This design comes from an exercise in tuning for small area and a short achievable clock period on the open sky130 flow, not from production work. No run shown here included a check of the RTL's function; only the layout flow was run. Power figures rest on the tool's default switching activity, not on a simulated workload.

## flow/flow/run.sh

```bash
#!/bin/bash
# The standard layout (the standard.sh), with the input and output ports buffered by
# sky130_fd_sc_hd__buf_2 instead of the cell buffer_ports picks by default.
set -euo pipefail
export BUFFER_PORTS_ARGS="-buffer_cell sky130_fd_sc_hd__buf_2"
bash standard.sh > flow_make.log 2>&1
```

## flow/standard.sh

```bash
#!/bin/bash
# synth_recipe.tcl (not shown) runs the flow's synth.tcl, then flattens the netlist and writes it again
# the make line also repeats each setting of config.mk as NAME=value (left out here)
make -C /OpenROAD-flow-scripts/flow DESIGN_CONFIG=/design/flow/config.mk WORK_HOME=/design/flow/orfs CLKGATE_MAP_FILE= SYNTH_SCRIPT=/design/flow/synth_recipe.tcl "${@:-finish}"
```

## flow/config.mk

```make
export PLATFORM = sky130hd
export DESIGN_NAME = cpu
export DESIGN_NICKNAME = cpu
export VERILOG_FILES = /design/flow/design.v
export SDC_FILE = /design/flow/constraint.sdc
export NUM_CORES = 4
export LEC_CHECK = 0
export CAP_MARGIN = 20
export CORE_MARGIN = 2
export CORE_UTILIZATION = 70
export CTS_BUF_LIST = sky130_fd_sc_hd__clkbuf_8
export SETUP_SLACK_MARGIN = 4.0
export SLEW_MARGIN = 20
export SYNTH_HIERARCHICAL = 1
```

## flow/constraint.sdc

```tcl
create_clock -name core_clock -period 11.5 [get_ports {CLK}]
set_input_delay 2.3000 -clock core_clock [delete_from_list [all_inputs] [get_ports {CLK}]]
set_output_delay 2.3000 -clock core_clock [all_outputs]
set_load 0.01 [all_outputs]
```

## flow/design.v

```verilog
module signExtend(S, Q);
input [5:0] S;
output [7:0] Q;
assign Q = {S[5], S[5], S[5:0]};
endmodule
module two_to_one_mux(S0, S1, Q, select);
input [7:0] S0;
input [7:0] S1;
input select;
output [7:0] Q;
assign Q = (select == 0) ? S0 : S1;
endmodule
module control(OP, BSEL, CISEL, OSEL, SHIFT_LA, SHIFT_LR, LOGICAL_OP);  
input [2:0] OP;
output BSEL;
output CISEL;
output [1:0] OSEL;
output SHIFT_LA;
output SHIFT_LR;
output LOGICAL_OP;
wire q = (OP==3'b000 | OP ==3'b001);
wire w = (OP==3'b010 | OP==3'b011 | OP ==3'b100);
wire e = (OP==3'b101 | OP ==3'b110);
assign BSEL = OP[0];
assign CISEL = OP[0];
assign OSEL = (q ? 2'b00 : w ? 2'b01 : e ? 2'b10: q);
assign SHIFT_LA = (OP==3'b010);
assign SHIFT_LR = OP[1];
assign LOGICAL_OP = OP[0];
endmodule
module adder(A, B, CI, Y, C, V); 
  input [7:0] A;
  input [7:0] B;
  input CI;
  output  reg [7:0] Y;
  output reg C;
  output reg V;
  reg CI1;
  reg CI2;
  reg CI3;
  reg CI4;
  reg CI5;
  reg CI6;
  reg CI7;
  reg CI8;
always @(*)
	begin
		Y[0] = CI ^ A[0] ^ B[0];
		CI1 = (CI & A[0])|(CI & B[0])|(A[0] & B[0]);
		Y[1] = CI1^ A[1] ^ B[1];
		CI2 =(CI1 & A[1])|(CI1 & B[1])|(A[1] & B[1]);
		Y[2] =CI2 ^ A[2] ^ B[2];
		CI3 = (CI2 & A[2])|(CI2 & B[2])|(A[2] & B[2]);
		Y[3] = CI3 ^ A[3] ^ B[3];
		CI4 = (CI3 & A[3])|(CI3 & B[3])|(A[3] & B[3]);
		Y[4] = CI4 ^ A[4] ^ B[4];
		CI5 = (CI4 & A[4])|(CI4 & B[4])|(A[4] & B[4]);
		Y[5] = CI5 ^ A[5] ^ B[5];
		CI6 = (CI5 & A[5])|(CI5 & B[5])|(A[5] & B[5]);
		Y[6] = CI6 ^ A[6] ^ B[6];
		CI7 = (CI6 & A[6])|(CI6 & B[6])|(A[6] & B[6]);
		Y[7] = CI7 ^ A[7] ^ B[7];
		C = (CI7 & A[7])|(CI7 & B[7])|(A[7] & B[7]);
		V = (CI7==C) ? 0:1;
end
endmodule
module shifter(A, LA, LR, Y, C);
input [7:0] A;
input LA, LR;
output reg [7:0] Y;
output reg C;
   always @(*)
	begin
		if (LA==0 & LR==1)
			begin
			Y = {1'b0, A[7:1]};
			C = A[0];
			end
	else if (LA==0 & LR==0)
		begin
		Y = {A[6:0], 1'b0};
		C = A[7];
		end
	else
		begin
		Y = {A[7], A[7:1]};
		C = A[0];
		end
	end
endmodule
module logical(A, B, OP, Y);  
	input [7:0] A;
	input [7:0] B;
	input OP;
	output [7:0] Y;
	assign Y[0] = (~OP&(A[0]|B[0]))|(OP&(A[0]&B[0]));
	assign Y[1] = (~OP&(A[1]|B[1]))|(OP&(A[1]&B[1]));
	assign Y[2] = (~OP&(A[2]|B[2]))|(OP&(A[2]&B[2]));
	assign Y[3] = (~OP&(A[3]|B[3]))|(OP&(A[3]&B[3]));
	assign Y[4] = (~OP&(A[4]|B[4]))|(OP&(A[4]&B[4]));
	assign Y[5] = (~OP&(A[5]|B[5]))|(OP&(A[5]&B[5]));
	assign Y[6] = (~OP&(A[6]|B[6]))|(OP&(A[6]&B[6]));
	assign Y[7] = (~OP&(A[7]|B[7]))|(OP&(A[7]&B[7]));
endmodule
module alu(A, B, OP, Y, C, V, N, Z, BSEL, CSEL, OSEL, SHIFT_LA, SHIFT_LR, LOGICAL_OP, Y_ADD, Y_SHIFT, Y_LOG, C_ADD, C_SHIFT);
  input  [7:0]  A;
  input  [7:0]  B;
  input  [2:0]  OP;
  output [7:0]  Y;
  output [7:0]  Y_ADD;
  output [7:0]  Y_SHIFT;
  output [7:0]  Y_LOG;
  output        C;
  output C_ADD;
  output C_SHIFT;
  output        V;
  output        N;
  output        Z;
  output BSEL;
  output CSEL; 
  output [1:0] OSEL;
  output SHIFT_LA;
  output SHIFT_LR;
  output LOGICAL_OP;
adder add (
.A(A),
.B((BSEL) ? ~B : B),
.CI(CISEL),
.Y(Y_ADD),
.C(C_ADD),
.V(V)
);
shifter shift (
.A(A),
.LA(SHIFT_LA),
.LR(SHIFT_LR),
.Y(Y_SHIFT),
.C(C_SHIFT)
);
logical log (
.A(A),
.B(B),
.OP(LOGICAL_OP),
.Y(Y_LOG)
);
control con (
.OP(OP),
.BSEL(BSEL),
.CISEL(CISEL),
.OSEL(OSEL),
.SHIFT_LA(SHIFT_LA),
.SHIFT_LR(SHIFT_LR),
.LOGICAL_OP(LOGICAL_OP)
);
wire q = (OSEL == 2'b00);
wire w = (OSEL == 2'b01);
wire e = (OSEL == 2'b10);
assign Y = (q ? Y_ADD : w ? Y_SHIFT : e ? Y_LOG: Y_LOG);
assign C = (OSEL == 2'b00) ? C_ADD : (OSEL == 2'b01) ? C_SHIFT : 2'b0;
assign N = (Y[7:4] > 4'b0111);
assign Z = (Y[7:0]==8'b00000000);
endmodule
module registerFile(CLK, SA, SB, LD, DR, D_in, DataA, DataB, RESET);
input CLK;
input RESET;
input [2:0] SA;
input [2:0] SB;
input LD;
input [2:0] DR;
input [7:0] D_in;
output [7:0] DataA;
output [7:0] DataB;
reg [7:0] reg0, reg1, reg2, reg3, reg4, reg5, reg6, reg7;
assign DataA = (SA == 3'b0) ? reg0 :
					(SA == 3'b001) ? reg1 :
					(SA == 3'b010) ? reg2 :
					(SA == 3'b011) ? reg3 :
					(SA == 3'b100) ? reg4 :
					(SA == 3'b101) ? reg5 :
					(SA == 3'b110) ? reg6 :
					(SA == 3'b111) ? reg7 : 0;
assign DataB = (SB == 3'b0) ? reg0 :
					(SB == 3'b001) ? reg1 :
					(SB == 3'b010) ? reg2 :
					(SB == 3'b011) ? reg3 :
					(SB == 3'b100) ? reg4 :
					(SB == 3'b101) ? reg5 :
					(SB == 3'b110) ? reg6 :
					(SB == 3'b111) ? reg7 : 0;
always @(posedge CLK) begin
if(RESET) begin
reg0<=8'b0;
reg1<=8'b0;
reg2<=8'b0;
reg3<=8'b0;
reg4<=8'b0;
reg5<=8'b0;
reg6<=8'b0;
reg7<=8'b0;
end
else if(LD) begin
	case(DR)
		3'b000: reg0<=D_in;
		3'b001: reg1<=D_in;
		3'b010: reg2<=D_in;
		3'b011: reg3<=D_in;
		3'b100: reg4<=D_in;
		3'b101: reg5<=D_in;
		3'b110: reg6<=D_in;
		3'b111: reg7<=D_in;
	endcase
end
end
endmodule
module decoder(INST, DR, SA, SB, IMM, MB, FS, MD, LD, MW, BS, OFF, HALT);
input [15:0] INST;
output reg [2:0] DR;
output reg [2:0] SA;
output reg [2:0] SB;
output reg [5:0] IMM;
output reg [3:0] FS;
output reg [3:0] BS;
output reg [5:0] OFF;
output reg HALT;
output reg MB;
output reg MD;
output reg LD;
output reg MW;
always @(INST) begin
if(INST[15:12] == 4'b0000)begin
if(INST[2:0] == 3'b000)begin
	DR <= 3'b0;
	SA <= 3'b0;
	SB <= 3'b0;
	IMM <= 6'b0;
	FS <= 3'b0;
	MB <= 1'b0;
	OFF <= 6'b0;
	LD <= 1'b0;
	MW <= 1'b0;
	MD <= 1'b0;
	HALT<=1'b0;
	BS <= 3'b100;
end
else if(INST[2:0] == 3'b001)begin
	HALT <= 1'b1;
	DR <= 3'b0;
	SA <= 3'b0;
	SB <= 3'b0;
	OFF <= 6'b0;
	IMM <= 6'b0;
	FS <= 3'b0;
	MB <= 1'b0;
	LD <= 1'b0;
	MW <= 1'b0;
	MD <= 1'b0;
	BS <= 3'b100;
end
else begin
	DR <= 3'b0;
	SA <= 3'b0;
	SB <= 3'b0;
	OFF <= 6'b0;
	IMM <= 6'b0;
	FS <= 3'b0;
	MB <= 1'b0;
	LD <= 1'b0;
	MW <= 1'b0;
	MD <= 1'b0;
	BS <= 3'b100;
	HALT<=1'b0;
end
end	
else if(INST[15] == 0 && INST[14:12] != 3'b000)begin  
if(INST[15:12] == 4'b0010) begin
	IMM <= {INST[5:0]};
	DR <= 	INST[8:6];
	SA <= INST[11:9];
	SB <= 3'b0;
	MB <= 1'b1;
	LD <= 1'b1;
	MW <= 1'b0;
	BS <= 3'b100;
	OFF <= 6'b0;
	FS <= 3'b0;
	MD <= 1'b1;
	HALT<=1'b0;
end
else if(INST[15:12] == 4'b0100) begin
	IMM <= {INST[5:0]};
	DR <= 3'b0;
	SA <= INST[11:9];
	SB <= INST[8:6];
	MB <= 1'b1;
	OFF <= 6'b0;
	LD <= 1'b0;
	MW <= 1'b1;
	FS <= 3'b0;
	MD <= 1'b0;	
	BS <= 3'b100;
	HALT<=1'b0;
end
else if(INST[15:12] == 4'b0101) begin
	IMM <= INST[5:0];
	DR <= INST[8:6];
	SA <= INST[11:9];
	SB <= 3'b0;
	MB <= 1'b1;
	LD <= 1'b1;
	MW <= 1'b0;
	FS <= 3'b0;
	OFF <= 6'b0;
	BS <= 3'b100;
	HALT<=1'b0;
	MD <= 1'b0;
end
else if(INST[15:12] == 4'b0110) begin
	IMM <= {INST[5:0]};
	DR <= INST[8:6];
	SA <= INST[11:9];
	SB <= 3'b0;
	MB <= 1'b1;
	OFF <= 6'b0;
	LD <= 1'b1;
	MW <= 1'b0;
	FS <= 3'b101;
	MD <= 1'b0;
	BS <= 3'b100;
	HALT<=1'b0;
end
else if(INST[15:12] == 4'b0111) begin
	IMM <= {INST[5:0]};
	DR <= INST[8:6];
	SA <= INST[11:9];
	SB <= 3'b0;
	MB <= 1'b1;
	OFF <= 6'b0;
	LD <= 1'b1;
	MW <= 1'b0;
	FS <= 3'b110;
	MD <= 1'b0;
	BS <= 3'b100;
	HALT<=1'b0;
end	
else begin
	DR <= 3'b0;
	SA <= 3'b0;
	SB <= 3'b0;
	IMM <= 6'b0;
	FS <= 3'b0;
	MB <= 1'b0;
	OFF <= 6'b0;
	BS <= 3'b100;
	LD <= 1'b0;
	MW <= 1'b0;
	MD <= 1'b0;
	HALT<=1'b0;
end
end  
else if(INST[15:12] == 4'b1111) begin  
if(INST[2:0] == 3'b0)begin
	FS <= 3'b0;
	IMM <= 6'b0;
	DR <= INST[5:3];
	SA <= INST[11:9];
	SB <= INST[8:6];
	MB <= 1'b0;
	BS <= 3'b100;
	LD <= 1'b1;
	HALT<=1'b0;
	OFF <= 6'b0;
	MW <= 1'b0;
	MD <= 1'b0;
end
else if(INST[2:0] == 3'b001) begin
	FS <= 3'b001;
	IMM <= 6'b0;
	DR <= INST[5:3];
	SA <= INST[11:9];
	SB <= INST[8:6];
	MB <= 1'b0;
	OFF <= 6'b0;
	BS <= 3'b100;
	LD <= 1'b1;
	MW <= 1'b0;	
	MD <= 1'b0;
	HALT<=1'b0;
end
else if(INST[2:0] == 3'b010) begin
	FS <= 3'b010;
	IMM <= 6'b0;
	DR <= INST[5:3];
	SA <= INST[11:9];
	SB <= 3'b0;
	MB <= 1'b0;
	LD <= 1'b1;
	HALT<=1'b0;
	OFF <= 6'b0;
	MW <= 1'b0;
	BS <= 3'b100;
	MD <= 1'b0;
end
else if(INST[2:0] == 3'b011) begin
	FS <= 3'b011;
	IMM <= 6'b0;
	DR <= INST[5:3];
	SA <= INST[11:9];
	SB <= 3'b0;
	OFF <= 6'b0;
	MB <= 1'b0;
	BS <= 3'b100;
	LD <= 1'b1;
	HALT<=1'b0;
	MW <= 1'b0;
	MD <= 1'b0;
end
else if(INST[2:0] == 3'b100) begin
	FS <= 3'b100;
	IMM <= 6'b0;
	DR <= INST[5:3];
	SA <= INST[11:9];
	SB <= 3'b0;
	MB <= 1'b0;
	LD <= 1'b1;
	MW <= 1'b0;
	OFF <= 6'b0;
	HALT<=1'b0;
	BS <= 3'b100;
	MD <= 1'b0;
end
else if(INST[2:0] == 3'b101) begin
	FS <= 3'b101;
	DR <= INST[5:3];
	SA <= INST[11:9];
	SB <= INST[8:6];
	IMM <= 6'b0;
	OFF <= 6'b0;
	MB <= 1'b0;
	LD <= 1'b1;
	MW <= 1'b0;
	MD <= 1'b0;
	BS <= 3'b100;
	HALT<=1'b0;
end
else if(INST[2:0] == 3'b110) begin
	FS <= 3'b110;
	DR <= INST[5:3];
	SA <= INST[11:9];
	SB <= INST[8:6];
	IMM <= 6'b0;
	OFF <= 6'b0;
	MB <= 1'b0;
	LD <= 1'b1;
	MW <= 1'b0;
	MD <= 1'b0;
	BS <= 3'b100;
	HALT<=1'b0;
end
else begin
	DR <= 3'b0;
	SA <= 3'b0;
	SB <= 3'b0;
	IMM <= 6'b0;
	FS <= 3'b0;
	MB <= 1'b0;
	LD <= 1'b0;
	BS <= 3'b100;
	MW <= 1'b0;
	HALT<=1'b0;
	MD <= 1'b0;
	OFF <= 6'b0;
end
end  
else if(INST[15:14] == 2'b10) begin
if(INST[15:12] == 4'b1000) begin
	DR <= 3'b0;
	SA <= INST[11:9];
	SB <= INST[8:6];
	IMM <= 6'b0;
	FS<=3'b001;
	BS<=3'b0;
	HALT<=1'b0;
	MB<=1'b0;
	LD = 1'b0;
	MW = 1'b0;
	MD = 1'b0;
	OFF <= INST[5:0];
end
else if (INST[15:12] == 4'b1001) begin
	DR <= 3'b0;
	SA <= INST[11:9];
	SB <= INST[8:6];
	IMM <= 6'b0;
	FS<=3'b001;
	BS<=3'b001;
	HALT<=1'b0;
	MB<=1'b0;
	LD = 1'b0;
	MW = 1'b0;
	MD = 1'b0;
	OFF <= INST[5:0];
end
else if(INST[15:12] == 4'b1010) begin
	DR <= 3'b0;
	SA <= INST[11:9];
	SB <= 3'b0;
	IMM <= 6'b0;
	FS<=3'b001;
	BS<=3'b010;  
	HALT<=1'b0;
	MB<=1'b1;
	LD = 1'b0;
	MW = 1'b0;
	MD = 1'b0;
	OFF <= INST[5:0];
end
else if(INST[15:12] == 4'b1011) begin
	DR <= 3'b0;
	SA <= INST[11:9];
	SB <= 3'b0;
	IMM <= 6'b0;
	FS<=3'b001;
	BS<=3'b011;
	HALT<=1'b0;
	MB <=1'b1;
	LD = 1'b0;
	MW = 1'b0;
	MD = 1'b0;
	OFF <= INST[5:0];
end
else begin
	DR <= 3'b0;
	SA <= 3'b0;
	SB <= 3'b0;
	IMM <= 6'b0;
	FS <= 3'b0;
	BS <= 3'b0;
	HALT<=1'b0;
	MB <= 1'b0;
	LD <= 1'b0;
	MW <= 1'b0;
	MD <= 1'b0;
	OFF <= 6'b0;
end
end  
else begin
	DR <= 3'b0;
	SA <= 3'b0;
	SB <= 3'b0;
	IMM <= 6'b0;
	FS <= 3'b0;
	BS <= 3'b0;
	HALT<=1'b0;
	MB <= 1'b0;
	LD <= 1'b0;
	MW <= 1'b0;
	MD <= 1'b0;
	OFF <= 6'b0;
end
end 
endmodule
module cpu(CLK, RESET, EN_L, Iin, Din, PC, NextPC, DataA, DataB, DataC, DataD, MW);
  input         CLK;
  input         RESET;
  input         EN_L;
  input  [15:0] Iin;
  input  [7:0]  Din;
  output [7:0]  PC;
  output [7:0]  NextPC;
  output [7:0]  DataA;
  output [7:0]  DataB;
  output [7:0]  DataC;
  output [7:0]  DataD;
  output        MW;
  reg  [7:1] pc_q;
  reg        EN_LPrev;
  reg  [7:0] r0, r1, r2, r3, r4, r5, r6, r7;
  wire useA, zB, doSub, doAdd, selC, isLB, isBr, isHALT, LD;
  wire doAnd, doOr, doRsh, doSra, doSll;
  wire [2:0] DR;
  wire [7:0] k;
  cpu_ctrl ctrl (.I(Iin), .useA(useA), .zB(zB), .doSub(doSub), .doAdd(doAdd), .selC(selC),
                 .doAnd(doAnd), .doOr(doOr), .doRsh(doRsh), .doSra(doSra), .doSll(doSll),
                 .isLB(isLB), .isSB(MW), .isBr(isBr), .isHALT(isHALT), .LD(LD),
                 .DR(DR), .k(k));
  wire [7:0] sa, sb, a, b, bm;
  cpu_dec3 dec_a (.s(Iin[11:9]), .y(sa));
  cpu_dec3 dec_b (.s(Iin[8:6]), .y(sb));
  genvar i;
  generate
    for (i = 0; i < 8; i = i + 1) begin : rd
      wire [7:0] ri = {r7[i], r6[i], r5[i], r4[i], r3[i], r2[i], r1[i], r0[i]};
      cpu_rd8  pa (.s(sa), .r(ri), .y(a[i]));
      cpu_rd8  pb (.s(sb), .r(ri), .y(b[i]));
      g_and2b  mb (.a_n(zB), .b(b[i]), .y(bm[i]));
    end
  endgenerate
  assign DataB = b;
  wire nuseA;
  g_inv iua (.a(useA), .y(nuseA));
  generate
    for (i = 0; i < 8; i = i + 1) begin : am
      wire m1, m0;
      g_nand2 n1 (.a(useA), .b(a[i]), .y(m1));
      g_nand2 n0 (.a(nuseA), .b(r0[i]), .y(m0));
      g_nand2 n2 (.a(m1), .b(m0), .y(DataA[i]));
    end
  endgenerate
  wire [7:0] sum, ang, ant;
  cpu_add8 add (.a(a), .bm(bm), .k(k), .ci(doSub), .s(sum), .ng(ang), .nt(ant));
  wire [7:0] nother, notherC;
  generate
    for (i = 0; i < 8; i = i + 1) begin : oth
      cpu_oth1 o (.ng(ang[i]), .nt(ant[i]), .al(i > 0 ? a[i-1] : 1'b0),
                  .ar(i < 7 ? a[i+1] : a[7]), .r0l(i > 0 ? r0[i-1] : 1'b0), .din(Din[i]),
                  .nuseA(nuseA), .isLB(isLB), .doAnd(doAnd), .doOr(doOr),
                  .doRsh(i < 7 ? doRsh : doSra), .doSll(doSll),
                  .nD(nother[i]), .nC(notherC[i]));
    end
  endgenerate
  generate
    for (i = 0; i < 8; i = i + 1) begin : res
      wire sd, sc;
      g_nand2 d0 (.a(sum[i]), .b(doAdd), .y(sd));
      g_nand2 d1 (.a(sd), .b(nother[i]), .y(DataD[i]));
      g_nand2 c0 (.a(sum[i]), .b(selC), .y(sc));
      g_nand2 c1 (.a(sc), .b(notherC[i]), .y(DataC[i]));
    end
  endgenerate
  wire halt = isHALT & ~EN_L & EN_LPrev;
  wire taken, ntaken;
  wire [7:1] pc_inc, pc_br, npc;
  wire [7:0] eqb;
  wire eq0, eq1;
  generate
    for (i = 0; i < 8; i = i + 1) begin : cmp
      g_xnor2 x (.a(a[i]), .b(b[i]), .y(eqb[i]));
    end
  endgenerate
  g_nand4 e0 (.a(eqb[0]), .b(eqb[1]), .c(eqb[2]), .d(eqb[3]), .y(eq0));
  g_nand4 e1 (.a(eqb[4]), .b(eqb[5]), .c(eqb[6]), .d(eqb[7]), .y(eq1));
  cpu_taken tk (.neq0(eq0), .neq1(eq1), .a7(a[7]), .op(Iin[13:12]), .isBr(isBr), .taken(taken), .ntaken(ntaken));
  cpu_pcinc pi (.pc(pc_q), .halt(halt), .inc(pc_inc));
  cpu_pcbr  pb (.pc(pc_q), .off(Iin[5:0]), .br(pc_br));
  generate
    for (i = 1; i < 8; i = i + 1) begin : ps
      wire m1, m0;
      g_nand2 n1 (.a(taken), .b(pc_br[i]), .y(m1));
      g_nand2 n0 (.a(ntaken), .b(pc_inc[i]), .y(m0));
      g_nand2 n2 (.a(m1), .b(m0), .y(npc[i]));
    end
  endgenerate
  assign NextPC = {npc, 1'b0};
  assign PC = {pc_q, 1'b0};
  wire [7:0] wd = RESET ? 8'd0 : DataC;
  wire [7:0] we = {8{RESET}} | ({8{LD}} & (8'd1 << DR));
  always @(posedge CLK) begin
    EN_LPrev <= EN_L;
    if (RESET) pc_q <= 7'd0;
    else       pc_q <= npc;
    if (we[0]) r0 <= wd;
    if (we[1]) r1 <= wd;
    if (we[2]) r2 <= wd;
    if (we[3]) r3 <= wd;
    if (we[4]) r4 <= wd;
    if (we[5]) r5 <= wd;
    if (we[6]) r6 <= wd;
    if (we[7]) r7 <= wd;
  end
endmodule
module cpu_ctrl(I, useA, zB, doSub, doAdd, selC, doAnd, doOr, doRsh, doSra, doSll,
                isLB, isSB, isBr, isHALT, LD, DR, k);
  input  [15:0] I;
  output useA, zB, doSub, doAdd, selC, doAnd, doOr, doRsh, doSra, doSll;
  output isLB, isSB, isBr, isHALT, LD;
  output [2:0] DR;
  output [7:0] k;
  wire [3:0] op = I[15:12];
  wire [2:0] fn = I[2:0];
  wire isR    = (op == 4'b1111) & (fn != 3'b111);
  assign isLB = (op == 4'b0010);
  assign isSB = (op == 4'b0100);
  wire isIALU = (op[3:2] == 2'b01) & (op[1:0] != 2'b00);    
  assign isBr = (op[3:2] == 2'b10);
  assign isHALT = (op == 4'b0000) & (fn == 3'b001);
  assign useA   = isR | isLB | isSB | isIALU | isBr;        
  wire useImm   = ~op[3];                                   
  assign doSub  = (op[3:1] == 3'b100) | ((op == 4'b1111) & (fn == 3'b001));   
  assign doAdd  = isLB | isSB | (op == 4'b0101) | (isR & fn[2:1] == 2'b00) | isBr;
  assign selC   = doAdd & ~isLB;
  assign doAnd  = isR ? (fn == 3'b101) : (op == 4'b0110);
  assign doOr   = isR ? (fn == 3'b110) : (op == 4'b0111);
  assign doSra  = isR & (fn == 3'b010);
  assign doRsh  = isR & (fn[2:1] == 2'b01);                 
  assign doSll  = isR & (fn == 3'b100);
  assign zB     = useImm | (isBr & op[1]);
  assign LD = isR | isLB | isIALU;
  assign DR = isR ? I[5:3] : I[8:6];
  assign k = ({8{useImm}} & {{2{I[5]}}, I[5:0]}) | {8{doSub}};
endmodule
module cpu_dec3(s, y);
  input  [2:0] s;
  output [7:0] y;
  assign y = 8'd1 << s;
endmodule
module cpu_rd8(s, r, y);
  input  [7:0] s, r;
  output y;
  assign y = |(s & r);
endmodule
module cpu_oth1(ng, nt, al, ar, r0l, din, nuseA, isLB, doAnd, doOr, doRsh, doSll, nD, nC);
  input  ng, nt, al, ar, r0l, din;
  input  nuseA, isLB, doAnd, doOr, doRsh, doSll;
  output nD, nC;
  wire o = (doAnd & ~ng) | (doOr & ~nt) | (doRsh & ar) | (doSll & al) | (nuseA & r0l);
  assign nD = ~o;
  assign nC = ~o & ~(isLB & din);
endmodule
module cpu_add8(a, bm, k, ci, s, ng, nt);
  input  [7:0] a, bm, k;
  input  ci;
  output [7:0] s, ng, nt;
  wire [7:0] b;
  genvar j;
  generate
    for (j = 0; j < 8; j = j + 1) begin : ox
      g_xor2 x (.a(bm[j]), .b(k[j]), .y(b[j]));
    end
  endgenerate
  wire [7:0] p;
  genvar i;
  generate
    for (i = 0; i < 8; i = i + 1) begin : l0
      g_nand2 gg (.a(a[i]), .b(b[i]), .y(ng[i]));
      g_nor2  gt (.a(a[i]), .b(b[i]), .y(nt[i]));
    end
    for (i = 0; i < 8; i = i + 1) begin : lp
      g_xor2  gp (.a(a[i]), .b(b[i]), .y(p[i]));
    end
  endgenerate
  wire nci;
  g_inv  i_ci (.a(ci), .y(nci));
  wire c1, G21, T21, G43, T43, G65, T65;
  g_o21ai l1a (.a1(nt[0]), .a2(nci), .b1(ng[0]), .y(c1));
  g_o21ai l1b (.a1(nt[2]), .a2(ng[1]), .b1(ng[2]), .y(G21));
  g_nor2  l1c (.a(nt[2]), .b(nt[1]), .y(T21));
  g_o21ai l1d (.a1(nt[4]), .a2(ng[3]), .b1(ng[4]), .y(G43));
  g_nor2  l1e (.a(nt[4]), .b(nt[3]), .y(T43));
  g_o21ai l1f (.a1(nt[6]), .a2(ng[5]), .b1(ng[6]), .y(G65));
  g_nor2  l1g (.a(nt[6]), .b(nt[5]), .y(T65));
  wire g1, t1, g5, t5;
  g_inv i_g1 (.a(ng[1]), .y(g1));
  g_inv i_t1 (.a(nt[1]), .y(t1));
  g_inv i_g5 (.a(ng[5]), .y(g5));
  g_inv i_t5 (.a(nt[5]), .y(t5));
  wire nc2, nc3, nG53, nT53, nG63, nT63;
  g_a21oi l2a (.a1(t1), .a2(c1), .b1(g1), .y(nc2));
  g_a21oi l2b (.a1(T21), .a2(c1), .b1(G21), .y(nc3));
  g_a21oi l2c (.a1(t5), .a2(G43), .b1(g5), .y(nG53));
  g_nand2 l2d (.a(t5), .b(T43), .y(nT53));
  g_a21oi l2e (.a1(T65), .a2(G43), .b1(G65), .y(nG63));
  g_nand2 l2f (.a(T65), .b(T43), .y(nT63));
  wire nG43, nT43;
  g_inv i_G43 (.a(G43), .y(nG43));
  g_inv i_T43 (.a(T43), .y(nT43));
  wire c4, c5, c6, c7;
  g_o21ai l3a (.a1(nt[3]), .a2(nc3), .b1(ng[3]), .y(c4));
  g_o21ai l3b (.a1(nT43), .a2(nc3), .b1(nG43), .y(c5));
  g_o21ai l3c (.a1(nT53), .a2(nc3), .b1(nG53), .y(c6));
  g_o21ai l3d (.a1(nT63), .a2(nc3), .b1(nG63), .y(c7));
  g_xor2  s0 (.a(p[0]), .b(ci), .y(s[0]));
  g_xor2  s1 (.a(p[1]), .b(c1), .y(s[1]));
  g_xnor2 s2 (.a(p[2]), .b(nc2), .y(s[2]));
  g_xnor2 s3 (.a(p[3]), .b(nc3), .y(s[3]));
  g_xor2  s4 (.a(p[4]), .b(c4), .y(s[4]));
  g_xor2  s5 (.a(p[5]), .b(c5), .y(s[5]));
  g_xor2  s6 (.a(p[6]), .b(c6), .y(s[6]));
  g_xor2  s7 (.a(p[7]), .b(c7), .y(s[7]));
endmodule
module cpu_taken(neq0, neq1, a7, op, isBr, taken, ntaken);
  input  neq0, neq1, a7;
  input  [1:0] op;
  input  isBr;
  output taken, ntaken;
  wire eq = ~(neq0 | neq1);
  assign taken = isBr & (op[1] ? (a7 ^ ~op[0]) : (eq ^ op[0]));
  assign ntaken = ~taken;
endmodule
module cpu_pcinc(pc, halt, inc);
  input  [7:1] pc;
  input  halt;
  output [7:1] inc;
  assign inc = pc + {6'd0, ~halt};
endmodule
module cpu_pcbr(pc, off, br);
  input  [7:1] pc;
  input  [5:0] off;
  output [7:1] br;
  wire [6:0] x = pc;
  wire [6:0] y = {off[5], off};
  wire [6:0] p;
  wire [6:1] s;
  genvar i;
  generate
    for (i = 1; i < 7; i = i + 1) begin : lp
      g_xor2 gp (.a(x[i]), .b(y[i]), .y(p[i]));
    end
  endgenerate
  g_xnor2 s0 (.a(x[0]), .b(y[0]), .y(br[1]));
  wire nc1, ng1, nt1, ng3, nt3, ng5, nt5, g2, t2, g4, t4;
  g_nor2  t0n (.a(x[0]), .b(y[0]), .y(nc1));    
  g_nand2 g1n (.a(x[1]), .b(y[1]), .y(ng1));
  g_nor2  t1n (.a(x[1]), .b(y[1]), .y(nt1));
  g_and2  g2p (.a(x[2]), .b(y[2]), .y(g2));
  g_or2   t2p (.a(x[2]), .b(y[2]), .y(t2));
  g_nand2 g3n (.a(x[3]), .b(y[3]), .y(ng3));
  g_nor2  t3n (.a(x[3]), .b(y[3]), .y(nt3));
  g_and2  g4p (.a(x[4]), .b(y[4]), .y(g4));
  g_or2   t4p (.a(x[4]), .b(y[4]), .y(t4));
  g_nand2 g5n (.a(x[5]), .b(y[5]), .y(ng5));
  g_nor2  t5n (.a(x[5]), .b(y[5]), .y(nt5));
  wire c2, nc3, c4, nc5, c6;
  g_o21ai k2 (.a1(nt1), .a2(nc1), .b1(ng1), .y(c2));
  g_a21oi k3 (.a1(t2), .a2(c2), .b1(g2), .y(nc3));
  g_o21ai k4 (.a1(nt3), .a2(nc3), .b1(ng3), .y(c4));
  g_a21oi k5 (.a1(t4), .a2(c4), .b1(g4), .y(nc5));
  g_o21ai k6 (.a1(nt5), .a2(nc5), .b1(ng5), .y(c6));
  g_xnor2 s1 (.a(p[1]), .b(nc1), .y(br[2]));
  g_xor2  s2 (.a(p[2]), .b(c2), .y(br[3]));
  g_xnor2 s3 (.a(p[3]), .b(nc3), .y(br[4]));
  g_xor2  s4 (.a(p[4]), .b(c4), .y(br[5]));
  g_xnor2 s5 (.a(p[5]), .b(nc5), .y(br[6]));
  g_xor2  s6 (.a(p[6]), .b(c6), .y(br[7]));
endmodule
module g_nand2(a, b, y);
  input a, b;
  output y;
  assign y = ~(a & b);
endmodule
module g_nand4(a, b, c, d, y);
  input a, b, c, d;
  output y;
  assign y = ~(a & b & c & d);
endmodule
module g_xor2(a, b, y);
  input a, b;
  output y;
  assign y = a ^ b;
endmodule
module g_a22oi(a1, a2, b1, b2, y);
  input a1, a2, b1, b2;
  output y;
  assign y = ~((a1 & a2) | (b1 & b2));
endmodule
module g_a41oi(a1, a2, a3, a4, b1, y);
  input a1, a2, a3, a4, b1;
  output y;
  assign y = ~((a1 & a2 & a3 & a4) | b1);
endmodule
module g_nor2(a, b, y);
  input a, b;
  output y;
  assign y = ~(a | b);
endmodule
module g_inv(a, y);
  input a;
  output y;
  assign y = ~a;
endmodule
module g_xnor2(a, b, y);
  input a, b;
  output y;
  assign y = ~(a ^ b);
endmodule
module g_o21ai(a1, a2, b1, y);
  input a1, a2, b1;
  output y;
  assign y = ~((a1 | a2) & b1);
endmodule
module g_a21oi(a1, a2, b1, y);
  input a1, a2, b1;
  output y;
  assign y = ~((a1 & a2) | b1);
endmodule
module g_and2(a, b, y);
  input a, b;
  output y;
  assign y = a & b;
endmodule
module g_or2(a, b, y);
  input a, b;
  output y;
  assign y = a | b;
endmodule
module g_and2b(a_n, b, y);
  input a_n, b;
  output y;
  assign y = ~a_n & b;
endmodule
```

==> flow_metrics.env, run 1 <==
export IMPL_status="timing/DRC/antenna clean"
export IMPL_grtUsageMet3_pct=5.037
export IMPL_power_density_nw_per_um2=145.2
export IMPL_min_period_ns=7.411
export IMPL_irDropWorstVdd_uv=134.1
export IMPL_ys_ff_latch=72
export IMPL_cts_tree="built"
export IMPL_finalHoldViolCount=0
export IMPL_fin_util_pct=86.52
export IMPL_dp_hpwl_mm=10.17
export IMPL_routed_via_count=5032
export IMPL_synthTopCellsByCount="103 x nand2_1, 64 x a22oi_1, 64 x edfxtp_1"
export IMPL_die_x_um=88.79
export IMPL_ys_flop_type="edfxtp_1"
export IMPL_grt_pass1_vias=4331
export IMPL_coreArea_um2=6869
export IMPL_chipHeight_um=88.79
export IMPL_worstHoldStart="pc_q[7]$_SDFF_PP0_"
export IMPL_yosys_area_top_type_share_pct=38.19
export IMPL_holdCritPathClass="reg2reg"
export IMPL_nNetsFinal=657
export IMPL_nFillCells=378
export IMPL_clkPwrFrac_pct=21.9
export IMPL_drive_above_1_share_pct=26.54
export IMPL_clkTransAtPathRegs_ns=0.08
export IMPL_cpPeakStageDelay_ns=0.32
export IMPL_start_util_pct=73.26
export IMPL_crit_reg2reg_launch="r0[1]$_DFFE_PP_"
export IMPL_die_area_um2=7884
export IMPL_yosysMostFrequentCell="nand2_1"
export IMPL_vias_per_cell=6.903
export IMPL_cp_max_fo=9
export IMPL_min_path_cells=4
export IMPL_grt_max_degree=24
export IMPL_setup_viol=0
export IMPL_routedWlPerCell_um=21.56
export IMPL_r2r_slack_ns=7.97
export IMPL_diodes=0
export IMPL_critPathArrivalTime_ns=5.11
export IMPL_grt_overflow_total=0
export IMPL_use_met1_pct=51.74
export IMPL_first_iter_violations=659
export IMPL_power_frac_seq_pct=41.3
export IMPL_crit_chain="buf_2 > and3b_2 > a22oi_1 > nand4_1 > nor2b_4 > xor2_2 > nor2_1 > o21ai_2 > a21oi_2 > buf_4 > o21ai_1 > xor2_1 > nand2_1 > nand2_1 > buf_2"
export IMPL_leakagePower_uw=0.002489
export IMPL_clk_path_buf_depth=2
export IMPL_synth_top_area_cell="edfxtp_1"
export IMPL_start_kind="input pin"
export IMPL_reg2reg_to="r6[5]$_DFFE_PP_"
export IMPL_fmax_mhz=134.9
export IMPL_crit_path_top_delay_cell="and3b_2"
export IMPL_gp_congestion=0.9166
export IMPL_required_ns=9.20
export IMPL_cp_end_kind="output port"
export IMPL_intPower_uw=535.3
export IMPL_clock_latency_ns=0.35
export IMPL_ys_types=55
export IMPL_busiest_layer="met2"
export IMPL_postSynthAreaPerCell_um2=9.513
export IMPL_cts_inserted_buffers=9
export IMPL_swShare_pct=37.96
export IMPL_ios=76
export IMPL_rr_worst_depth=13
export IMPL_grt_met2_usage_pct=60.31
export IMPL_yosysSeqAreaShare_pct=41.37
export IMPL_drc=0
export IMPL_wl_mm=15.72
export IMPL_synthTopCellsByArea="edfxtp_1 38%, a22oi_1 9.5%, nand2_1 7.7%"
export IMPL_cts_max_level=3
export IMPL_cts_sinks=72
export IMPL_dp_cells=691
export IMPL_track_usage_pct=37.78
export IMPL_max_cap_viol_count=0
export IMPL_grt_pass1_wl_mm=22.30
export IMPL_yosysWarnings=7
export IMPL_fin_setup_tns_ns=0
export IMPL_antenna_found_initial=0
export IMPL_syn_instance_count=529
export IMPL_synth_edff_count=64
export IMPL_skew_ns=0.008263
export IMPL_hold_end="pc_q[7]$_SDFF_PP0_"
export IMPL_port_buffers=73
export IMPL_critPathBufInv=3
export IMPL_syn2layout_area_growth_pct=18.10
export IMPL_path_class="in2out"
export IMPL_relSlewSlack_pct=33.80
export IMPL_final_max_slew_viol_count=0
export IMPL_instances_no_fill=729
export IMPL_rsz0062_at_grt="false"
export IMPL_power_frac_comb_pct=36.8
export IMPL_whs_ns=0.7536
export IMPL_ant_nets=0
export IMPL_worst_slew_pin_slew_ns=0.9853
export IMPL_clockRootBuffer="clkbuf_8"
export IMPL_power_switching_uw=327.6
export IMPL_finalWorstSetupSlack_ns=4.089
export IMPL_dp_slack_ns=3.708
export IMPL_netlist_area_um2=5032
export IMPL_std_cell_rows=30
export IMPL_synth_async_reset_ratio_pct=0
export IMPL_fin_crit_sh_pct=64.44
export IMPL_drt_first_pass_iters=8
export IMPL_crit_family="simple AND/OR/NAND/NOR gates"
-- placed cells by master (no fill, tap or decap), drive strengths merged, types with 5 or more instances in the layout --
cell	count
inv	40
xnor2	16
edfxtp	64
a222oi	8
a21oi	8
and3b	6
conb	5
and2b	8
o21ai	17
nor3b	7
clkbuf	9
xor2	34
and3	5
buf	97
nor2b	27
a221oi	8
dfxtp	8
o221ai	8
nor2	21
nand4	19
a31o	5
nand2	103
a22oi	64
nor3	6
-- modules after synthesis, one instance, submodules excluded, excerpt --
module   copies in the design  cells
g_nor2                     15      1
g_o21ai                    11      1
g_xor2                     31      1
g_nand2                    90      1
cpu_rd8                    16      5
g_and2                      2      1
g_or2                       2      1
g_a21oi                     6      1
g_xnor2                    14      1
-- sequential cells by signal (all words and copies together) (netlist names) --
signal,count
r7,8
r0,8
r1,8
r6,8
r3,8
EN_LPrev,1
pc_q,7
r5,8
r2,8
r4,8
-- repair_timing --
| item | CTS | global route |
|---|---|---|
| setup endpoints to repair | 19 | 17 |
| resized for setup | 9 | 12 |
| setup buffers | 0 | 22 |
| pin swaps | 0 | 11 |
| hold buffers | 0 | 0 |
-- stage by stage --
stage / cell area, um^2 / power, uW
4_1_cts: 5700 / 819.2
5_1_grt: 5943 / 898.2
3_3_place_gp: 5473 / 622.4
6_report: 5943 / 862.8
2_1_floorplan: 5047 / 544.3
3_5_place_dp: 5473 / 633.5
-- worst register-to-register path, cell delays in order, from the launching register on --
cell and delay (ns):
edfxtp_1 0.46, a22oi_1 0.30, nand4_1 0.31, nor2b_4 0.23
xor2_2 0.19, nor2_1 0.23, nor2_1 0.09, a21oi_2 0.19
buf_4 0.16, o21ai_1 0.08, xor2_1 0.20, nand2_1 0.07
nand2_1 0.09, nor2b_1 0.62
-- worst max path at each step --
stage | from | end | slack (ns) | cells past startpoint
after floorplan | Iin[6] | DataC[4] | 4.57 | 12
after global placement | Iin[7] | DataC[7] | 3.88 | 14
after detailed placement | Iin[11] | NextPC[6] | 3.71 | 12
after CTS | Iin[8] | DataC[7] | 4.03 | 14
after global routing | Iin[8] | DataC[7] | 3.95 | 15
final | Iin[8] | DataC[7] | 4.09 | 15
-- metal layers --
metal	vias to the layer above	part of all wire, %
met5	-	0
met4	0	5.6
met3	108	12
met2	459	47
met1	2291	36
li1	2174	-
-- power groups by stage --
| stage | clock network, uW | logic (uW) | registers [uW] |
|---|---|---|---|
| 6_report | 189 | 317 | 356 |
| 5_1_grt | 198 | 341 | 359 |
| 4_1_cts | 187 | 279 | 353 |
| 3_5_place_dp | 0 | 275 | 358 |
| 3_3_place_gp | 0 | 267 | 355 |
| 2_1_floorplan | 0 | 193 | 351 |
-- area by class of cell --
cell class | count | area [um^2] | share of cell area [%]
Multi-Input combinational cell | 412 | 2877 | 48.40
Sequential cell | 72 | 2082 | 35.03
Timing Repair Buffer | 97 | 545.5 | 9.179
Inverter | 36 | 135.1 | 2.274
Clock buffer | 9 | 123.9 | 2.084
Tap cell | 96 | 120.1 | 2.021
Clock inverter | 7 | 60.06 | 1.011
-- cell families after synthesis --
family	Yosys count	share of synthesized area [%]
other cells	1	0.07452
compound gates	130	20.34
fa+ha+maj	2	0.4972
buf+inv	49	4.301
simple gates	220	23.55
xor+xnor	50	8.702
mux	5	1.168
flops	72	41.37
==> run 2: changes to the inputs <==
--- a/flow/config.mk
+++ b/flow/config.mk
@@ -7,8 +7,8 @@
 export LEC_CHECK = 0
 export CAP_MARGIN = 20
 export CORE_MARGIN = 2
-export CORE_UTILIZATION = 70
-export CTS_BUF_LIST = sky130_fd_sc_hd__clkbuf_8
+export CORE_UTILIZATION = 60
+export CTS_BUF_LIST = sky130_fd_sc_hd__clkbuf_4 sky130_fd_sc_hd__clkbuf_8
 export SETUP_SLACK_MARGIN = 4.0
 export SLEW_MARGIN = 20
 export SYNTH_HIERARCHICAL = 1
==> run 2 against run 1 <==
Sequential cell count is the same. Largest power group unchanged. Register-to-register slack gained 0.22 ns. Combinational power fell by 7.6%. Cell area shrank 1.7%. Core utilization decreased by 15 points. Highest routed layer unchanged. Non-clock buffer count shrank 14. Setup slack improved by 0.056 ns. Largest cell class unchanged. Die area grew 16%. Synthesized area did not move. Sequential power is 1% lower.
==> flow_metrics.env, run 2 <==
export IMPL_antenna_found_initial=0
export IMPL_ys_types=55
export IMPL_setup_viol=0
export IMPL_final_cell_mix="103 x nand2_1, 73 x buf_2, 64 x a22oi_1, 64 x edfxtp_1, 35 x inv_1"
export IMPL_max_cap_viol_count=0
export IMPL_yosysWarnings=7
export IMPL_power_density_nw_per_um2=144.5
export IMPL_std_cell_rows=33
export IMPL_synth_top_area_cell="edfxtp_1"
export IMPL_clkPwrFrac_pct=23.6
export IMPL_power_frac_seq_pct=41.7
export IMPL_die_area_um2=9136
export IMPL_grt_max_degree=24
export IMPL_power_frac_comb_pct=34.7
export IMPL_mostFrequentLayoutCell="nand2_1"
export IMPL_chipHeight_um=95.58
export IMPL_clkTransAtPathRegs_ns=0.08
export IMPL_dp_hpwl_mm=10.18
export IMPL_yosysMostFrequentCell="nand2_1"
export IMPL_cp_startpoint="Iin[8]"
export IMPL_critPathCapture="DataC[7]"
export IMPL_synth_edff_count=64
export IMPL_holdCritPathClass="reg2reg"
export IMPL_fin_setup_tns_ns=0
export IMPL_crit_reg2reg_launch="r0[2]$_DFFE_PP_"
export IMPL_grt_pass1_wl_mm=21.23
export IMPL_fin_util_pct=71.44
export IMPL_syn2layout_area_growth_pct=16.06
export IMPL_critPathMostFrequentCell="nand2_1"
export IMPL_start_kind="input pin"
export IMPL_cpPeakStageDelay_ns=0.32
export IMPL_status="timing/DRC/antenna clean"
export IMPL_finalPower_uw=844.2
export IMPL_ant_nets=0
export IMPL_intPower_uw=546.6
export IMPL_min_period_ns=7.355
export IMPL_reg2reg_to="r3[7]$_DFFE_PP_"
export IMPL_finalHoldViolCount=0
export IMPL_ys_ff_latch=72
export IMPL_ys_flop_type="edfxtp_1"
export IMPL_vias_per_cell=6.227
export IMPL_cp_end_kind="output port"
export IMPL_cts_max_level=3
export IMPL_drc=0
export IMPL_drt_first_pass_iters=6
export IMPL_synthTopCellsByCount="103 x nand2_1, 64 x a22oi_1, 64 x edfxtp_1"
export IMPL_clockRootBuffer="clkbuf_8"
export IMPL_fin_crit_sh_pct=63.95
export IMPL_coreArea_um2=8175
export IMPL_routed_via_count=4508
export IMPL_ios=76
export IMPL_grt_overflow_total=0
export IMPL_drive_above_1_share_pct=24.39
export IMPL_clk_path_buf_depth=2
export IMPL_routedWlPerCell_um=18.68
export IMPL_leakagePower_uw=0.002428
export IMPL_crit_chain="buf_2 > and3b_2 > a22oi_1 > nand4_1 > nor2b_4 > xor2_1 > nor2_1 > nor2_1 > nand2_1 > o21ai_1 > xor2_1 > nand2_1 > nand2_1 > buf_2"
export IMPL_yosys_area_top_type_share_pct=38.19
export IMPL_syn_instance_count=529
export IMPL_cts_inserted_buffers=9
export IMPL_synthTopCellsByArea="edfxtp_1 38%, a22oi_1 9.5%, nand2_1 7.7%"
export IMPL_path_class="in2out"
export IMPL_track_usage_pct=30.64
export IMPL_synth_async_reset_ratio_pct=0
export IMPL_cts_tree="built"
export IMPL_postSynthAreaPerCell_um2=9.513
export IMPL_irDropWorstVdd_uv=132.0
export IMPL_rsz0062_at_grt="false"
export IMPL_worst_slew_pin_slew_ns=0.9095
export IMPL_yosysSeqAreaShare_pct=41.37
export IMPL_critPathArrivalTime_ns=5.05
export IMPL_nNetsFinal=643
export IMPL_worstHoldStart="pc_q[1]$_SDFF_PP0_"
export IMPL_fmax_mhz=136.0
export IMPL_grt_pass1_vias=4072
export IMPL_nFillCells=634
export IMPL_final_max_slew_viol_count=0
export IMPL_swShare_pct=35.25
export IMPL_gp_congestion=0.9735
export IMPL_die_x_um=95.58
export IMPL_port_buffers=73
export IMPL_relSlewSlack_pct=38.90
export IMPL_cts_sinks=72
export IMPL_start_util_pct=61.55
export IMPL_first_iter_violations=402
export IMPL_power_switching_uw=297.6
export IMPL_wl_mm=13.52
export IMPL_r2r_slack_ns=8.19
export IMPL_rr_worst_depth=12
export IMPL_netlist_area_um2=5032
export IMPL_crit_path_top_delay_cell="and3b_2"
export IMPL_diodes=0
export IMPL_cp_max_fo=9
export IMPL_skew_ns=0.007295
export IMPL_clock_latency_ns=0.35
export IMPL_required_ns=9.20
-- run 2: cell types whose count changed in the layout (fill, tap and decap cells not counted), sizes merged --
cell	previous run	this run
clkinv	0	2
inv	40	37
bufinv	0	1
buf	97	83
clkbuf	9	10
clkinvlp	3	2
-- run 2: power groups by stage --
stage                     clock network (uW)  logic, uW  registers [uW]
after global routing                     213        322             356
after detailed placement                   0        276             357
after global placement                     0        270             355
after floorplan                            0        193             351
final                                    199        293             352
after CTS                                202        278             351
-- run 2: metrics by stage --
stage	hold WS, ns	setup WS [ns]	instances	cell area (um^2)
CTS	0.7272	4.014	716	5723
detailed placement	0.7090	3.682	700	5484
finish	0.7302	4.145	724	5841
global placement	0.6987	3.866	700	5484
global route	0.7759	3.978	724	5841
floorplan	0.7921	4.565	533	5047
-- run 2: kinds of logic after synthesis --
| kind of cell | after synthesis | synth area share (%) |
|---|---|---|
| AND/OR/NAND/NOR | 220 | 23.55 |
| AO/OA/AOI/OAI | 130 | 20.34 |
| flip-flops | 72 | 41.37 |
| XOR/XNOR | 50 | 8.702 |
| buffers and inverters | 49 | 4.301 |
| multiplexers | 5 | 1.168 |
| adder cells (fa/ha/maj) | 2 | 0.4972 |
| other | 1 | 0.07452 |
-- run 2: layout make-up --
class / count / area, um^2 / share of cell area [%]
Timing Repair Buffer: 83 / 440.4 / 7.541
Tap cell: 105 / 131.4 / 2.249
Multi-Input combinational cell: 412 / 2853 / 48.84
Sequential cell: 72 / 2082 / 35.65
Clock inverter: 6 / 67.56 / 1.157
Inverter: 36 / 135.1 / 2.314
Clock buffer: 10 / 131.4 / 2.249
-- run 2: timing repair --
item,in CTS,in global routing
pin swaps,0,5
setup buffers,0,8
gates resized for setup,8,10
hold endpoints to repair,0,0
hold buffers,0,0
endpoints found under the setup margin,19,18
gates cloned,0,0
-- run 2: critical path, delay by kind of cell --
family	cells	cell delay [ns]
and+or+nand+nor	8	1.48
xor gates and xnor gates	2	0.50
buffers and inverters	2	0.37
AOI/OAI and AO/OA	2	0.41
-- run 2: worst min-delay path by stage --
stage                     depth (start not counted)                 end  slack, ns
after detailed placement                          4  pc_q[1]$_SDFF_PP0_       0.71
after floorplan                                   4  pc_q[1]$_SDFF_PP0_       0.79
after CTS                                         4  pc_q[1]$_SDFF_PP0_       0.73
after global placement                            4  pc_q[7]$_SDFF_PP0_       0.70
final                                             4  pc_q[1]$_SDFF_PP0_       0.73
after global routing                              4  pc_q[7]$_SDFF_PP0_       0.78
-- run 2: Yosys stat by module (local to each module, per instance), a selection --
module	flops+latches	cell area, um^2	times used	cells
cpu_ctrl	0	405.4	1	63
cpu_dec3	0	65.06	2	8
cpu_oth1	0	46.29	8	7
cpu_pcinc	0	96.34	1	12
cpu_taken	0	60.06	1	7
g_and2	0	6.256	2	1
g_and2b	0	13.76	8	1
g_inv	0	3.754	8	1
g_nand4	0	6.256	2	1
g_nor2	0	3.754	15	1
g_o21ai	0	5.005	11	1
-- run 2: layer usage --
| layer | track usage, % | part of all wire [%] | up-vias |
|---|---|---|---|
| met5 | 0 | 0 | - |
| met4 | 8.452 | 1.7 | 0 |
| met3 | 4.427 | 7.7 | 32 |
| met2 | 48.89 | 47 | 232 |
| met1 | 43.76 | 44 | 2113 |
| li1 | - | - | 2131 |
==> run 3: changes to the inputs <==
--- a/flow/design.v
+++ b/flow/design.v
@@ -575,11 +575,11 @@
   reg  [7:1] pc_q;
   reg        EN_LPrev;
   reg  [7:0] r0, r1, r2, r3, r4, r5, r6, r7;
-  wire useA, zB, doSub, doAdd, selC, isLB, isBr, isHALT, LD;
+  wire useA, zB, doSub, doAdd, selC, isLB, isLBc, isBr, isHALT, LD;
   wire doAnd, doOr, doRsh, doSra, doSll;
   wire [2:0] DR;
   wire [7:0] k;
-  cpu_ctrl ctrl (.I(Iin), .useA(useA), .zB(zB), .doSub(doSub), .doAdd(doAdd), .selC(selC),
+  cpu_ctrl ctrl (.I(Iin), .RESET(RESET), .isLBc(isLBc), .useA(useA), .zB(zB), .doSub(doSub), .doAdd(doAdd), .selC(selC),
                  .doAnd(doAnd), .doOr(doOr), .doRsh(doRsh), .doSra(doSra), .doSll(doSll),
                  .isLB(isLB), .isSB(MW), .isBr(isBr), .isHALT(isHALT), .LD(LD),
                  .DR(DR), .k(k));
@@ -611,9 +611,9 @@
   wire [7:0] nother, notherC;
   generate
     for (i = 0; i < 8; i = i + 1) begin : oth
-      cpu_oth1 o (.ng(ang[i]), .nt(ant[i]), .al(i > 0 ? a[i-1] : 1'b0),
-                  .ar(i < 7 ? a[i+1] : a[7]), .r0l(i > 0 ? r0[i-1] : 1'b0), .din(Din[i]),
-                  .nuseA(nuseA), .isLB(isLB), .doAnd(doAnd), .doOr(doOr),
+      cpu_oth1 o (.ng(ang[i]), .nt(ant[i]), .al(i > 0 ? DataA[i-1] : 1'b0),
+                  .ar(i < 7 ? DataA[i+1] : DataA[7]), .din(Din[i]),
+                  .isLB(isLBc), .doAnd(doAnd), .doOr(doOr),
                   .doRsh(i < 7 ? doRsh : doSra), .doSll(doSll),
                   .nD(nother[i]), .nC(notherC[i]));
     end
@@ -639,7 +639,7 @@
   endgenerate
   g_nand4 e0 (.a(eqb[0]), .b(eqb[1]), .c(eqb[2]), .d(eqb[3]), .y(eq0));
   g_nand4 e1 (.a(eqb[4]), .b(eqb[5]), .c(eqb[6]), .d(eqb[7]), .y(eq1));
-  cpu_taken tk (.neq0(eq0), .neq1(eq1), .a7(a[7]), .op(Iin[13:12]), .isBr(isBr), .taken(taken), .ntaken(ntaken));
+  cpu_taken tk (.neq0(eq0), .neq1(eq1), .a7(a[7]), .op(Iin[13:12]), .isBr(isBr), .RESET(RESET), .taken(taken), .ntaken(ntaken));
   cpu_pcinc pi (.pc(pc_q), .halt(halt), .inc(pc_inc));
   cpu_pcbr  pb (.pc(pc_q), .off(Iin[5:0]), .br(pc_br));
   generate
@@ -652,25 +652,25 @@
   endgenerate
   assign NextPC = {npc, 1'b0};
   assign PC = {pc_q, 1'b0};
-  wire [7:0] wd = RESET ? 8'd0 : DataC;
   wire [7:0] we = {8{RESET}} | ({8{LD}} & (8'd1 << DR));
   always @(posedge CLK) begin
     EN_LPrev <= EN_L;
-    if (RESET) pc_q <= 7'd0;
-    else       pc_q <= npc;
-    if (we[0]) r0 <= wd;
-    if (we[1]) r1 <= wd;
-    if (we[2]) r2 <= wd;
-    if (we[3]) r3 <= wd;
-    if (we[4]) r4 <= wd;
-    if (we[5]) r5 <= wd;
-    if (we[6]) r6 <= wd;
-    if (we[7]) r7 <= wd;
+    pc_q <= npc;                   
+    if (we[0]) r0 <= DataC;
+    if (we[1]) r1 <= DataC;
+    if (we[2]) r2 <= DataC;
+    if (we[3]) r3 <= DataC;
+    if (we[4]) r4 <= DataC;
+    if (we[5]) r5 <= DataC;
+    if (we[6]) r6 <= DataC;
+    if (we[7]) r7 <= DataC;
   end
 endmodule
-module cpu_ctrl(I, useA, zB, doSub, doAdd, selC, doAnd, doOr, doRsh, doSra, doSll,
+module cpu_ctrl(I, RESET, isLBc, useA, zB, doSub, doAdd, selC, doAnd, doOr, doRsh, doSra, doSll,
                 isLB, isSB, isBr, isHALT, LD, DR, k);
   input  [15:0] I;
+  input  RESET;
+  output isLBc;
   output useA, zB, doSub, doAdd, selC, doAnd, doOr, doRsh, doSra, doSll;
   output isLB, isSB, isBr, isHALT, LD;
   output [2:0] DR;
@@ -687,12 +687,14 @@
   wire useImm   = ~op[3];                                   
   assign doSub  = (op[3:1] == 3'b100) | ((op == 4'b1111) & (fn == 3'b001));   
   assign doAdd  = isLB | isSB | (op == 4'b0101) | (isR & fn[2:1] == 2'b00) | isBr;
-  assign selC   = doAdd & ~isLB;
-  assign doAnd  = isR ? (fn == 3'b101) : (op == 4'b0110);
-  assign doOr   = isR ? (fn == 3'b110) : (op == 4'b0111);
-  assign doSra  = isR & (fn == 3'b010);
-  assign doRsh  = isR & (fn[2:1] == 2'b01);                 
-  assign doSll  = isR & (fn == 3'b100);
+  wire run = ~RESET;
+  assign selC   = doAdd & ~isLB & run;
+  assign isLBc  = isLB & run;
+  assign doAnd  = (isR ? (fn == 3'b101) : (op == 4'b0110)) & run;
+  assign doOr   = (isR ? (fn == 3'b110) : (op == 4'b0111)) & run;
+  assign doSra  = isR & (fn == 3'b010) & run;
+  assign doRsh  = isR & (fn[2:1] == 2'b01) & run;           
+  assign doSll  = ((isR & (fn == 3'b100)) | ~useA) & run;   
   assign zB     = useImm | (isBr & op[1]);
   assign LD = isR | isLB | isIALU;
   assign DR = isR ? I[5:3] : I[8:6];
@@ -708,11 +710,11 @@
   output y;
   assign y = |(s & r);
 endmodule
-module cpu_oth1(ng, nt, al, ar, r0l, din, nuseA, isLB, doAnd, doOr, doRsh, doSll, nD, nC);
-  input  ng, nt, al, ar, r0l, din;
-  input  nuseA, isLB, doAnd, doOr, doRsh, doSll;
+module cpu_oth1(ng, nt, al, ar, din, isLB, doAnd, doOr, doRsh, doSll, nD, nC);
+  input  ng, nt, al, ar, din;
+  input  isLB, doAnd, doOr, doRsh, doSll;
   output nD, nC;
-  wire o = (doAnd & ~ng) | (doOr & ~nt) | (doRsh & ar) | (doSll & al) | (nuseA & r0l);
+  wire o = (doAnd & ~ng) | (doOr & ~nt) | (doRsh & ar) | (doSll & al);
   assign nD = ~o;
   assign nC = ~o & ~(isLB & din);
 endmodule
@@ -777,14 +779,15 @@
   g_xor2  s6 (.a(p[6]), .b(c6), .y(s[6]));
   g_xor2  s7 (.a(p[7]), .b(c7), .y(s[7]));
 endmodule
-module cpu_taken(neq0, neq1, a7, op, isBr, taken, ntaken);
+module cpu_taken(neq0, neq1, a7, op, isBr, RESET, taken, ntaken);
   input  neq0, neq1, a7;
   input  [1:0] op;
-  input  isBr;
+  input  isBr, RESET;
   output taken, ntaken;
   wire eq = ~(neq0 | neq1);
-  assign taken = isBr & (op[1] ? (a7 ^ ~op[0]) : (eq ^ op[0]));
-  assign ntaken = ~taken;
+  wire t = isBr & (op[1] ? (a7 ^ ~op[0]) : (eq ^ op[0]));
+  assign taken = t & ~RESET;
+  assign ntaken = ~t & ~RESET;
 endmodule
 module cpu_pcinc(pc, halt, inc);
   input  [7:1] pc;
--- a/flow/config.mk
+++ b/flow/config.mk
@@ -8,7 +8,7 @@
 export CAP_MARGIN = 20
 export CORE_MARGIN = 2
 export CORE_UTILIZATION = 60
-export CTS_BUF_LIST = sky130_fd_sc_hd__clkbuf_4 sky130_fd_sc_hd__clkbuf_8
+export CTS_BUF_LIST = sky130_fd_sc_hd__clkbuf_8
 export SETUP_SLACK_MARGIN = 4.0
 export SLEW_MARGIN = 20
 export SYNTH_HIERARCHICAL = 1
==> run 3 against run 2 <==
Critical path type unchanged. First-iteration DRC count increased by 14%. Combinational power is 3% higher. Cell count is 2.9% lower.
==> flow_metrics.env, run 3 <==
export IMPL_min_period_ns=7.381
export IMPL_critPathMostFrequentCell="buf_4"
export IMPL_setup_viol=0
export IMPL_track_usage_pct=31.78
export IMPL_synth_async_reset_ratio_pct=0
export IMPL_clkPwrFrac_pct=25.4
export IMPL_ys_ff_latch=72
export IMPL_chipHeight_um=94.74
export IMPL_clock_latency_ns=0.35
export IMPL_start_util_pct=61.04
export IMPL_critPathCapture="NextPC[7]"
export IMPL_r2r_slack_ns=8.77
export IMPL_syn_instance_count=498
export IMPL_yosysSeqAreaShare_pct=42.15
export IMPL_drc=0
export IMPL_ys_flop_type="edfxtp_1"
export IMPL_routed_via_count=4511
export IMPL_clockRootBuffer="clkbuf_8"
export IMPL_crit_reg2reg_launch="r0[1]$_DFFE_PP_"
export IMPL_yosysMostFrequentCell="nand2_1"
export IMPL_first_iter_violations=460
export IMPL_final_max_slew_viol_count=0
export IMPL_design_area_um2=5974
export IMPL_reg2reg_to="r7[7]$_DFFE_PP_"
export IMPL_cpPeakStageDelay_ns=0.34
export IMPL_crit_chain="buf_2 > nor3b_4 > buf_4 > a22oi_1 > nand4_1 > buf_4 > xnor2_1 > nand4_1 > nor3_1 > o21ai_0 > a31oi_2 > buf_4 > nand2_1 > nand2_1 > buf_2"
export IMPL_postSynthAreaPerCell_um2=9.919
export IMPL_mostFrequentLayoutCell="nand2_1"
export IMPL_final_cell_mix="93 x nand2_1, 72 x buf_2, 64 x a22oi_1, 64 x edfxtp_1, 27 x xor2_1"
export IMPL_routedWlPerCell_um=20.35
export IMPL_swShare_pct=35.54
export IMPL_clkTransAtPathRegs_ns=0.09
export IMPL_synth_top_area_cell="edfxtp_1"
export IMPL_netlist_area_um2=4940
export IMPL_path_class="in2out"
export IMPL_holdCritPathClass="reg2reg"
export IMPL_power_frac_seq_pct=41.0
export IMPL_cp_end_kind="output port"
export IMPL_grt_max_degree=17
export IMPL_cp_startpoint="Iin[8]"
export IMPL_fin_setup_tns_ns=0
export IMPL_diodes=0
export IMPL_wl_mm=14.31
export IMPL_ys_types=49
export IMPL_cp_max_fo=9
export IMPL_power_frac_comb_pct=33.6
export IMPL_yosys_area_top_type_share_pct=38.91
export IMPL_placed_area_um2=5410
export IMPL_coreArea_um2=8093
export IMPL_finalHoldViolCount=0
export IMPL_ant_nets=0
export IMPL_grt_overflow_total=0
export IMPL_cts_tree="built"
export IMPL_grt_pass1_vias=4186
export IMPL_max_cap_viol_count=0
export IMPL_synthTopCellsByCount="98 x nand2_1, 65 x a22oi_1, 64 x edfxtp_1"
export IMPL_fin_crit_sh_pct=64.18
export IMPL_critPathBufInv=5
export IMPL_ios=76
export IMPL_cts_inserted_buffers=9
export IMPL_skew_ns=0.01904
export IMPL_die_area_um2=8975
export IMPL_critPathArrivalTime_ns=5.08
export IMPL_port_buffers=73
export IMPL_drt_first_pass_iters=5
export IMPL_synth_edff_count=64
export IMPL_rr_worst_depth=11
export IMPL_dp_hpwl_mm=10.13
export IMPL_antenna_found_initial=0
export IMPL_irDropWorstVdd_uv=90.38
export IMPL_die_x_um=94.74
export IMPL_crit_family="simple AND/OR/NAND/NOR gates"
export IMPL_synthTopCellsByArea="edfxtp_1 39%, a22oi_1 9.9%, nand2_1 7.4%"
export IMPL_required_ns=9.20
export IMPL_power_switching_uw=319.6
export IMPL_cts_max_level=3
export IMPL_clk_path_buf_depth=2
export IMPL_crit_path_top_delay_cell="nor3_1"
export IMPL_nNetsFinal=622
export IMPL_drive_above_1_share_pct=29.93
export IMPL_worst_slew_pin_slew_ns=0.9195
export IMPL_crit_cells=15
export IMPL_intPower_uw=579.7
export IMPL_leakagePower_uw=0.002507
export IMPL_yosysWarnings=7
export IMPL_power_density_nw_per_um2=150.5
export IMPL_syn2layout_area_growth_pct=20.95
export IMPL_vias_per_cell=6.417
export IMPL_fmax_mhz=135.5
export IMPL_gp_congestion=0.9471
export IMPL_rsz0062_at_grt="false"
export IMPL_cts_sinks=72
export IMPL_status="timing/DRC/antenna clean"
export IMPL_relSlewSlack_pct=38.23
export IMPL_start_kind="input pin"
export IMPL_grt_pass1_wl_mm=21.63
export IMPL_std_cell_rows=33
==> run 3: changes by cell type after synthesis, moves of 6 or more <==
cell / before / now
a2111oi_4: 0 / 8
o221ai_1: 8 / 0
and2b_1: 8 / 0
a222oi_1: 8 / 0
inv_1: 35 / 18
nor3_1: 5 / 13
o21ai_0: 6 / 12
a22o_1: 0 / 8
a221oi_1: 8 / 0
==> run 3: worst min-delay path by stage <==
stage | cells after the start | slack (ns) | to | from
6_report | 3 | 0.62 | pc_q[7]$_DFF_P_ | pc_q[7]$_DFF_P_
5_1_grt | 3 | 0.64 | pc_q[7]$_DFF_P_ | pc_q[7]$_DFF_P_
4_1_cts | 3 | 0.62 | pc_q[7]$_DFF_P_ | pc_q[7]$_DFF_P_
3_5_place_dp | 3 | 0.60 | pc_q[7]$_DFF_P_ | pc_q[7]$_DFF_P_
3_3_place_gp | 3 | 0.59 | pc_q[7]$_DFF_P_ | pc_q[7]$_DFF_P_
2_1_floorplan | 3 | 0.68 | pc_q[1]$_DFF_P_ | pc_q[1]$_DFF_P_
==> run 3: worst register-to-register path, stage by stage, from the launching register on <==
cell      delay (ns)
edfxtp_1        0.44
a22oi_1         0.27
nand4_1         0.27
nor2b_4         0.22
xor2_2          0.21
nand2_1         0.15
o21ai_2         0.21
a21oi_4         0.06
o21ai_1         0.18
xor2_1          0.23
nand2_1         0.12
nand2_4         0.19
==> run 3: area by class of cell <==
class	count	area, um^2
flip-flops and latches	72	2082
fillers	589	2118
clock inverters	7	101.3
repair buffers	91	503.0
inverters	19	71.32
clock buffers	9	123.9
multi-input cells	400	2962
well taps	105	131.4
==> run 3: timing repair <==
action                     in CTS  in global routing
pin swaps                       0                  8
buffers inserted                7                  8
setup endpoints to repair      21                 18
hold buffers                    0                  0
gates resized for setup        16                 29
==> run 3: Yosys stat by module (local to each module, per instance), a selection <==
module / area, um^2 / copies in the design / flip-flops and latches
cpu_ctrl: 369.1 / 1 / 0
g_and2: 6.256 / 2 / 0
cpu_oth1: 53.80 / 8 / 0
g_a21oi: 8.758 / 6 / 0
cpu_pcinc: 96.34 / 1 / 0
g_nor2: 3.754 / 15 / 0
g_o21ai: 5.005 / 11 / 0
g_inv: 3.754 / 8 / 0
g_nand4: 6.256 / 2 / 0
cpu_taken: 46.29 / 1 / 0
g_nand2: 3.754 / 90 / 0
cpu_rd8: 36.28 / 16 / 0
cpu_dec3: 65.06 / 2 / 0
g_or2: 6.256 / 2 / 0
g_xnor2: 8.758 / 14 / 0
==> run 3: per-stage QoR <==
step	total power (uW)	util (%)	std cells	worst slack [ns]	hold WS, ns
floorplan	551.0	-	500	4.271	0.6793
global route	939.5	73.83	703	3.937	0.6407
global placement	637.5	66.85	672	3.530	0.5932
detailed placement	643.1	66.85	672	3.422	0.6001
finish	899.2	73.83	703	4.119	0.6244
CTS	871.6	71.26	695	3.936	0.6195
==> run 3: power by group through the flow <==
stage	combinational (uW)	clock [uW]	sequential (uW)
6_report	302	228	369
5_1_grt	328	239	372
4_1_cts	277	228	366
3_5_place_dp	272	0	371
3_3_place_gp	267	0	370
2_1_floorplan	187	0	364
==> run 3: cell families (layout without fill, tap and decap cells) <==
family / count (synthesis) / in the layout / synth area share [%]
AO/OA/AOI/OAI: 129 / 129 / 22.09
XOR/XNOR: 50 / 50 / 8.865
adder cells (fa/ha/maj): 2 / 2 / 0.5065
buffers and inverters: 28 / 126 / 2.685
flip-flops: 72 / 72 / 42.15
other: 1 / 3 / 0.07591
AND/OR/NAND/NOR: 216 / 216 / 23.63
==> run 3: per-layer routing <==
layer	wire [um]	global-route usage, %	up-vias	part of all wire, %
met5	0	0	-	0
met4	581	13.16	0	4.1
met3	1320	5.028	54	9.2
met2	6889	52.30	284	48
met1	5514	41.90	2122	39
li1	-	-	2051	-

## afterwards: timing with drivers on the ports
How much do the figures lean on ideal ports? The routed layouts below were timed once more, with nothing changed but the port constraints.
Step 1 (the two cells are an assumption about what drives the block):
set clk [get_ports {CLK}]
set_driving_cell -lib_cell sky130_fd_sc_hd__clkbuf_16 $clk
set_driving_cell -lib_cell sky130_fd_sc_hd__buf_2 [delete_from_list [all_inputs] $clk]
Step 2 times the ports against the registers' clock, not the clock port: input delays grow and output delays shrink by t, the midpoint of the rising clock arrivals with the driver on.
Slacks: ideal / step 1 / step 2; pairs: ideal / step 1.
| run | shift t [ns] | slack for setup (ns) | worst setup path after step 2 | latest minus earliest clock arrival (ns) |
|---|---|---|---|---|
| run 1 | 0.379 | 4.089 / 4.054 / 4.054 | input to output | 0.008 / 0.008 |
| run 2 | 0.374 | 4.145 / 4.115 / 4.115 | input to output | 0.008 / 0.008 |
| run 3 | 0.372 | 4.119 / 4.099 / 4.099 | input to output | 0.019 / 0.020 |
After both steps setup and hold are still met in every run listed. The setup slack of run 1, which loses most, moves by -0.035 ns with the drivers and by -0.035 ns with both steps.
